Background: an optimization exercise with open tools, aiming at small area and a short achievable clock period. Do not read the settings as production practice. At most, simulation tests tie the RTL to the original design; equivalence was not proved. The clock port is modelled as an ideal driver; clocking choices that lean on that would not hold on a real chip. Power and IR drop assume default switching activity.

run 1:
## adder64
module adder64 (clk, x, y, result);
    input clk;
    input [63:0] x, y;
    output [64:0] result;
    localparam K = 3;
    localparam NB = (64 + K - 1) / K;
    wire [63:0] s;
    wire [NB-1:0] c;
    reg [63:0] s_r;
    reg [NB-1:0] c_r;
    reg [64:0] result_r;
    wire [64:0] sum;
    block_sum #(64, K) pre (.x(x), .y(y), .s(s), .c(c));
    carry_lookahead_adder #(64, K) add (.s(s_r), .c(c_r), .result(sum));
    always @(posedge clk) begin
        s_r <= s;
        c_r <= c;
        result_r <= sum;
    end
    assign result = result_r;
endmodule
For scale: about 330 cells after synthesis, roughly 150 flip-flops, ~190 I/O pins, roughly 5200 um2 of cells after synthesis.
export LEC_CHECK = 0
export CAP_MARGIN = 20
export CORE_MARGIN = 2
export CORE_UTILIZATION = 60
export SLEW_MARGIN = 20
export SYNTH_HIERARCHICAL = 1
export SYNTH_MINIMUM_KEEP_SIZE = 0
create_clock -name core_clock -period 28.0 [get_ports {clk}]
standard.sh (not shown) runs the stock make flow with config.mk's settings and CLKGATE_MAP_FILE= SYNTH_SCRIPT=/design/flow/synth_recipe.tcl, a recipe that flattens the netlist after the stock synthesis.
==> flow/flow/run.sh <==
#!/bin/bash
# Standard layout, with the smallest buffer on every port and a lighter
# clock tree. Full tool output goes to standard.log.
export BUFFER_PORTS_ARGS="-buffer_cell sky130_fd_sc_hd__buf_1"
export CTS_ARGS="-sink_clustering_enable -repair_clock_nets -dont_use_dummy_load -buf_list sky130_fd_sc_hd__clkbuf_8 -root_buf sky130_fd_sc_hd__clkbuf_16"
bash standard.sh > standard.log 2>&1
> inputs changed (run 1 -> run 2)
Settings: putting PLACE_DENSITY at 0.8 where nothing was set; swapping 60 for 75 in CORE_UTILIZATION.
==> flow/flow/run.sh <==
#!/bin/bash
# Standard layout, with the smallest buffer on every port and a lighter
# clock tree. Full tool output goes to standard.log.
export BUFFER_PORTS_ARGS="-buffer_cell sky130_fd_sc_hd__buf_1"
export CTS_ARGS="-sink_clustering_enable -repair_clock_nets -dont_use_dummy_load -buf_list sky130_fd_sc_hd__clkbuf_8 -root_buf sky130_fd_sc_hd__clkbuf_8"
bash standard.sh > standard.log 2>&1
Findings:
Average detailed-routed wire length per instance went up by more than a quarter going from run 1 to run 2.
Comparing run 1 against run 2, there is no change at all in count of flip-flops with a built-in enable after synthesis.
A critical path endpoint of result[31] is what run 2 shows, while s_r[35] belongs to run 1.
On ratio of total power to cell area: between run 1 and run 2, it ends up higher for run 2.
Diff run 1 -> run 2: final-layout worst hold slack now sits at about the same level; peak clock frequency supported by timing now sits lower.
Here is what was changed in the inputs of run 3 compared with run 2.
Settings: a change of CORE_UTILIZATION from 75 to 60; a deleted PLACE_DENSITY that had been 0.8.
==> flow/flow/run.sh <==
#!/bin/bash
# Standard layout, with the smallest buffer on every port and a lighter
# clock tree. Full tool output goes to standard.log.
export BUFFER_PORTS_ARGS="-buffer_cell sky130_fd_sc_hd__buf_1"
export CTS_ARGS="-sink_clustering_enable -repair_clock_nets -dont_use_dummy_load -buf_list sky130_fd_sc_hd__clkbuf_8 -root_buf sky130_fd_sc_hd__clkbuf_8"
export SETUP_SLACK_MARGIN=21.65
bash standard.sh > standard.log 2>&1
[summary]
Clock slew at the register clock pins of the worst setup and hold paths essentially unchanged between run 2 and run 3. Against run 2, run 3 comes in 8.2% lower on power density over the cells. Run 3 vs run 2: overall fraction of global-route tracks in use down. Changes observed in run 3 relative to run 2: final design instance area without fill rose by 900 um2; well-tap cell count rose by 12; net switching power figure fell by about 0.47%. Run 3 has area of the core above what run 2 had. Re average via count per standard cell: run 3 is 4.6% down on run 2. [run 3] worst-case clock skew fell 0.0041 ns relative to run 2. Compared with run 2, combinational power in run 3 increased by more than a quarter.
diff inputs: run 3 => run 4
==> flow/flow/run.sh <==
#!/bin/bash
# Standard layout, with the smallest buffer on every port and a lighter
# clock tree. Full tool output goes to standard.log.
export BUFFER_PORTS_ARGS="-buffer_cell sky130_fd_sc_hd__buf_1"
export CTS_ARGS="-sink_clustering_enable -repair_clock_nets -dont_use_dummy_load -buf_list sky130_fd_sc_hd__clkbuf_8 -root_buf sky130_fd_sc_hd__clkbuf_8"
bash standard.sh > standard.log 2>&1
==> run notes <==
- In summary, run 3 completed successfully, with a layout that passed the timing, design-rule and antenna checks.
- Run 4: PASS, flow complete, no timing, DRC or antenna violations
- Via count of run 4 falls short of that of run 3 by a few percent.
- Comparing run 3 against run 4, there is no change at all in area inside the core boundary.
- Power (run 3 / run 4): 1.07
- [compare] base=run 3 new=run 4: global-route track usage on met1 went down by 0.68 points, pre-CTS setup slack decreased 0.0040 ns.
- Of run 3 and run 4, the run reporting the higher ratio of total power to cell area was run 4.
- In the reports for run 3 and run 4, the smaller part of the total power dissipated in the clock network belongs to run 3.
- Taking run 3 as the reference, in run 4 peak clock frequency supported by timing level; cell area moved down.
- Cell with the largest stage delay on the worst path = sky130_fd_sc_hd__dfxtp_2: run 3; cell with the largest stage delay on the worst path = sky130_fd_sc_hd__dfxtp_1: run 4


== build 58 ==
Another version of the RTL of adder64 (not shown whole).
Size: about 370 cells after synthesis, ~5500 µm² of cells after synthesis.
==> flow/config.mk <==
export PLATFORM = sky130hd
export DESIGN_NAME = adder64
export DESIGN_NICKNAME = adder64
export VERILOG_FILES = /design/flow/design.v
export SDC_FILE = /design/flow/constraint.sdc
export NUM_CORES = 4
export LEC_CHECK = 0
export CAP_MARGIN = 20
export CORE_MARGIN = 2
export CORE_UTILIZATION = 60
export SLEW_MARGIN = 20
export SYNTH_HIERARCHICAL = 1
export SYNTH_MINIMUM_KEEP_SIZE = 0
==> flow/constraint.sdc <==
create_clock -name core_clock -period 28.0 [get_ports {clk}]
set_input_delay 5.6000 -clock core_clock [delete_from_list [all_inputs] [get_ports {clk}]]
set_output_delay 5.6000 -clock core_clock [all_outputs]
set_load 0.01 [all_outputs]
==> flow/flow/run.sh <==
#!/bin/bash
# Standard layout, with the smallest buffer on every port and a lighter
# clock tree. Full tool output goes to standard.log.
export BUFFER_PORTS_ARGS="-buffer_cell sky130_fd_sc_hd__buf_1"
export CTS_ARGS="-sink_clustering_enable -repair_clock_nets -dont_use_dummy_load -buf_list {sky130_fd_sc_hd__clkbuf_4 sky130_fd_sc_hd__clkbuf_8} -root_buf sky130_fd_sc_hd__clkbuf_16"
bash standard.sh > standard.log 2>&1
Edits applied to the flow inputs when going from build 58 to trial 29:
==> flow/flow/run.sh <==
#!/bin/bash
# Standard layout, with the smallest buffer on every port and a lighter
# clock tree. Full tool output goes to standard.log.
export BUFFER_PORTS_ARGS="-buffer_cell sky130_fd_sc_hd__buf_1"
export CTS_ARGS="-sink_clustering_enable -repair_clock_nets -dont_use_dummy_load -buf_list sky130_fd_sc_hd__clkbuf_8 -root_buf sky130_fd_sc_hd__clkbuf_16 -sink_clustering_size 25 -sink_clustering_max_diameter 80"
bash standard.sh > standard.log 2>&1
==> run notes <==
~same clock power in build 58 and trial 29. Total power of the final layout delta (build 58 -> trial 29): insignificant. Area after synthesis: build 58 vs trial 29 identical. Logic gate share of total power delta (trial 29 -> build 58): insignificant. Diff build 58 -> trial 29: global router's overall resource usage was more or less identical, setup slack of the critical path after layout was more or less identical, number of antenna cells inserted was more or less identical, number of cells in the finished layout apart from fillers was more or less identical, met2 capacity usage during global routing was more or less identical. From build 58 to trial 29, multi-input logic portion of the cell area did not move at all. Comparing trial 29 against build 58, there is no change at all in cell depth of the worst setup path.


== north ==
adder64, a different RTL version from the one above (not shown whole).
For scale: about 380 cells after synthesis, ~160 flip-flops, about 190 I/O pins, ~5600 µm² of cells after synthesis.
==> flow/config.mk <==
export PLATFORM = sky130hd
export DESIGN_NAME = adder64
export DESIGN_NICKNAME = adder64
export VERILOG_FILES = /design/flow/design.v
export SDC_FILE = /design/flow/constraint.sdc
export NUM_CORES = 4
export LEC_CHECK = 0
export CAP_MARGIN = 20
export CORE_MARGIN = 2
export CORE_UTILIZATION = 60
export SLEW_MARGIN = 20
==> flow/constraint.sdc <==
create_clock -name core_clock -period 28.0 [get_ports {clk}]
set_input_delay 5.6000 -clock core_clock [delete_from_list [all_inputs] [get_ports {clk}]]
set_output_delay 5.6000 -clock core_clock [all_outputs]
set_load 0.01 [all_outputs]
==> flow/flow/run.sh <==
#!/bin/bash
# Standard layout, with the smallest buffer on every port and a lighter
# clock tree. Full tool output goes to standard.log.
export BUFFER_PORTS_ARGS="-buffer_cell sky130_fd_sc_hd__buf_1"
export CTS_ARGS="-sink_clustering_enable -repair_clock_nets -dont_use_dummy_load -buf_list sky130_fd_sc_hd__clkbuf_8 -root_buf sky130_fd_sc_hd__clkbuf_16 -sink_clustering_size 25 -sink_clustering_max_diameter 80"
bash standard.sh > standard.log 2>&1
Changes in south relative to north:
Settings: swapping 60 for 40 in CORE_UTILIZATION.
==> flow/run.sh (new file) <==
#!/bin/bash
# synth_recipe.tcl (not shown) runs the flow's synth.tcl, then flattens the netlist and writes it again
# the make line also repeats each setting of config.mk as NAME=value (left out here)
make -C /OpenROAD-flow-scripts/flow DESIGN_CONFIG=/design/flow/config.mk WORK_HOME=/design/flow/orfs CLKGATE_MAP_FILE= SYNTH_SCRIPT=/design/flow/synth_recipe.tcl finish
removed: flow/flow/run.sh
removed: flow/standard.sh
==> run notes <==
- Summary: with north as the reference, highest attainable clock frequency in south moved down by a few percent.
- Sum of routed wire length over all layers is lower on north
- north → south: wire length of the first global-routing pass +about 15%; cell area increased 24%; switching share of power fell by 2.8 points.
- south reports its slowest cell on the critical path as clkdlybuf4s50_1 while north reports dfxtp_1.
- south has completed all stages; timing, DRC and antenna checks passed.
- Per the comparison of south with north, clock network power share up 11 points, share of the clock period used by the worst path higher, total routing usage reported by global routing -3.8 points, transition time at the pin with the least slew margin went up 7.3 ps, critical path depth did not really move.
#### Input delta (east over south)
Settings: changing CORE_UTILIZATION from 40 to 60.
==> flow/flow/run.sh (new file) <==
#!/bin/bash
# Standard layout, with the smallest buffer on every port and a lighter
# clock tree. Full tool output goes to standard.log.
export BUFFER_PORTS_ARGS="-buffer_cell sky130_fd_sc_hd__buf_1"
export CTS_ARGS="-sink_clustering_enable -repair_clock_nets -dont_use_dummy_load -buf_list sky130_fd_sc_hd__clkbuf_8 -root_buf sky130_fd_sc_hd__clkbuf_16 -sink_clustering_size 40 -sink_clustering_max_diameter 150"
bash standard.sh > standard.log 2>&1
==> flow/standard.sh (new file) <==
#!/bin/bash
# synth_recipe.tcl (not shown) runs the flow's synth.tcl, then flattens the netlist and writes it again
# the make line also repeats each setting of config.mk as NAME=value (left out here)
make -C /OpenROAD-flow-scripts/flow DESIGN_CONFIG=/design/flow/config.mk WORK_HOME=/design/flow/orfs CLKGATE_MAP_FILE= SYNTH_SCRIPT=/design/flow/synth_recipe.tcl "${@:-finish}"
removed: flow/run.sh
## What came out
- Power share of the clock group: east vs south down 11 points
- Worst hold slack ends up higher on east.
- Side by side, total die area turned out lower in east than in south.
- Register-to-register path setup slack improves in east relative to south.
- Global-route usage, east and south: larger value in east
- In the tables for east and south, minimum period implied by the final worst setup slack reads higher with south.
- Summary of east over south: share of final-layout standard cells stronger than drive strength 1 -1.8 points, total detailed-routing wirelength lower, post-synthesis instance total roughly the same.
- Diff south -> east | total power | down by more than 10%
For west, these inputs were changed with respect to east:
Settings: changing CORE_UTILIZATION from 60 to 40.
==> flow/flow/run.sh <==
#!/bin/bash
# Standard layout, with the smallest buffer on every port and a lighter
# clock tree. Full tool output goes to standard.log.
export BUFFER_PORTS_ARGS="-buffer_cell sky130_fd_sc_hd__buf_1"
export CTS_ARGS="-sink_clustering_enable -repair_clock_nets -dont_use_dummy_load -buf_list sky130_fd_sc_hd__clkbuf_4 -sink_clustering_size 20"
bash standard.sh > standard.log 2>&1
Notes after the runs:
- east → west: area of combinational cells with multiple inputs essentially unchanged, number of nets in the layout essentially unchanged, total power of the final layout decreased 6.4%, height of the die increased 22%.
- east vs west, timing startpoint of the critical path: result_r[63]$_DFF_P_ vs result_r[4]$_DFF_P_
- Effective utilization at floorplan (lower): west
For middle, these inputs were changed with respect to west:
==> flow/flow/run.sh <==
#!/bin/bash
# Standard layout, with the smallest buffer on every port and no dummy
# clock-tree loads. Full tool output goes to standard.log.
export BUFFER_PORTS_ARGS="-buffer_cell sky130_fd_sc_hd__buf_1"
export CTS_ARGS="-sink_clustering_enable -repair_clock_nets -dont_use_dummy_load"
bash standard.sh > standard.log 2>&1
==> comparison <==
From west to middle the numbers moved as follows: xor-xnor portion of the synthesized cell area was more or less identical, worst stage delay on the critical path went down by 20 ps, total via count after detailed routing was more or less identical.
No functional check of the RTL was part of any run of this note.


RTL: one of the versions met above, not the one the previous note started from.
For scale: ~330 cells after synthesis, ~150 flip-flops, ~190 I/O pins.
Settings: LEC_CHECK=0, CAP_MARGIN=20, CORE_MARGIN=2, CORE_UTILIZATION=60, SLEW_MARGIN=20, SYNTH_HIERARCHICAL=1, SYNTH_MINIMUM_KEEP_SIZE=0; clock period 28.0 ns.
==> flow/flow/run.sh <==
#!/bin/bash
# Standard layout, with the smallest buffer on every port and a lighter
# clock tree. Full tool output goes to standard.log.
export BUFFER_PORTS_ARGS="-buffer_cell sky130_fd_sc_hd__buf_1"
export CTS_ARGS="-repair_clock_nets -dont_use_dummy_load -buf_list sky130_fd_sc_hd__clkbuf_4 -root_buf sky130_fd_sc_hd__clkbuf_8"
bash standard.sh > standard.log 2>&1
The baseline completed with no timing, DRC or antenna violations.
Rerun with:
--- a/flow/flow/run.sh
+++ b/flow/flow/run.sh
@@ -5 +5 @@
-export CTS_ARGS="-repair_clock_nets -dont_use_dummy_load -buf_list sky130_fd_sc_hd__clkbuf_4 -root_buf sky130_fd_sc_hd__clkbuf_8"
+export CTS_ARGS="-sink_clustering_enable -repair_clock_nets -dont_use_dummy_load -buf_list sky130_fd_sc_hd__clkbuf_4 -root_buf sky130_fd_sc_hd__clkbuf_8 -sink_buffer_max_cap_derate 0.6"
Result:
- global-route usage is unchanged
- first-iteration DRC count does not change
- sequential share of layout area is unchanged
- count of clock-buffer cells in the layout does not change
Rerun with:
==> flow/flow/run.sh (replaced) <==
#!/bin/bash
# Standard layout, with the smallest buffer on every port and a lighter
# clock tree (clkbuf_4 leaves, widened where they drive many flip-flops).
# Full tool output goes to standard.log.
export BUFFER_PORTS_ARGS="-buffer_cell sky130_fd_sc_hd__buf_1"
export CTS_ARGS="-sink_clustering_enable -repair_clock_nets -dont_use_dummy_load -buf_list sky130_fd_sc_hd__clkbuf_4 -root_buf sky130_fd_sc_hd__clkbuf_8"
export POST_CTS_TCL="$(pwd)/flow/post_cts.tcl"
bash standard.sh > standard.log 2>&1
==> flow/flow/post_cts.tcl (new file) <==
# After CTS: a leaf clock buffer that drives many flip-flops is widened to
# clkbuf_8, to keep the slew at the flip-flop clock pins low.
set n_up 0
foreach inst [get_cells clkbuf_*] {
  set out [get_pins -of_objects $inst -filter "direction==output"]
  set fo [llength [get_pins -of_objects [get_nets -of_objects $out] -filter "direction==input"]]
  set cell [get_property [get_lib_cells -of_objects $inst] name]
  if { $cell == "sky130_fd_sc_hd__clkbuf_4" && $fo >= 11 } {
    replace_cell $inst sky130_fd_sc_hd__clkbuf_8
    incr n_up
  }
}
puts "post_cts: widened $n_up leaf clock buffers"
detailed_placement
check_placement -verbose
estimate_parasitics -placement
The changed run ran to the end with no violations.
Sequential cell count does not change.
Power is higher slightly.
Wire length is lower slightly.
Rerun with:
==> flow/flow/run.sh (replaced) <==
#!/bin/bash
# Standard layout, with the smallest buffer on every port and a lighter
# clock tree. Full tool output goes to standard.log.
export BUFFER_PORTS_ARGS="-buffer_cell sky130_fd_sc_hd__buf_1"
export CTS_ARGS="-sink_clustering_enable -repair_clock_nets -dont_use_dummy_load -buf_list sky130_fd_sc_hd__clkbuf_8 -root_buf sky130_fd_sc_hd__clkbuf_4"
bash standard.sh > standard.log 2>&1
removed: flow/flow/post_cts.tcl
=> Sequential cell count is unchanged; core utilization is higher by 0.80 points; area after synthesis stays the same; final area is higher by 1.1%; clock skew stays flat; routed wire length stays flat; sequential share of layout area is lower by 0.56 points; critical path depth is unchanged.

-- static timing again, ports no longer ideal --
The results above use ideal ports. As a check the final layouts listed here were re-extracted and re-timed, cells and wires unchanged.
Step 1, drivers: a clkbuf_16 drives clk and a buf_2 each remaining input, both assumed.
Step 2 moves the port delays by t, midway between the first and last clock arrival at a register: inputs arrive t later, outputs are due t later. That takes back most of the time a late clock gives input paths.
a / b / c = ideal ports / drivers / drivers and shift; a / b = the first two.
run	shift t [ns]	setup WS [ns]	worst hold slack (ns)	worst slew at a driven data input, ns
run 1	0.377	21.482 / 21.498 / 21.121	0.354 / 0.354 / 0.354	0.05
run 2	0.443	21.460 / 21.431 / 21.111	0.353 / 0.353 / 0.353	0.06
run 3	0.443	21.527 / 21.494 / 21.161	0.346 / 0.346 / 0.346	0.06
run 4	0.433	21.511 / 21.480 / 21.123	0.354 / 0.354 / 0.354	0.05
build 58	0.379	21.477 / 21.489 / 21.110	0.330 / 0.330 / 0.330	0.06
trial 29	0.379	21.477 / 21.489 / 21.110	0.330 / 0.330 / 0.330	0.06
north	0.384	21.548 / 21.513 / 21.508	0.335 / 0.335 / 0.335	0.04
south	0.457	21.102 / 21.062 / 21.176	0.325 / 0.325 / 0.325	0.06
east	0.384	21.548 / 21.513 / 21.508	0.335 / 0.335 / 0.335	0.04
west	0.558	21.356 / 21.320 / 21.527	0.344 / 0.344 / 0.344	0.04
middle	0.452	21.498 / 21.457 / 21.518	0.329 / 0.329 / 0.329	0.04
the first run of note 4	0.420	21.500 / 21.469 / 21.122	0.359 / 0.359 / 0.359	0.05
the second run of note 4	0.420	21.500 / 21.469 / 21.122	0.359 / 0.359 / 0.359	0.05
the third run of note 4	0.414	21.508 / 21.477 / 21.134	0.354 / 0.354 / 0.354	0.05
the fourth run of note 4	0.558	21.385 / 21.355 / 21.122	0.354 / 0.354 / 0.354	0.05
After both steps every run listed still meets setup and hold. The setup slack of run 4, which loses most, moves by -0.031 ns with the drivers and by -0.388 ns with both steps.
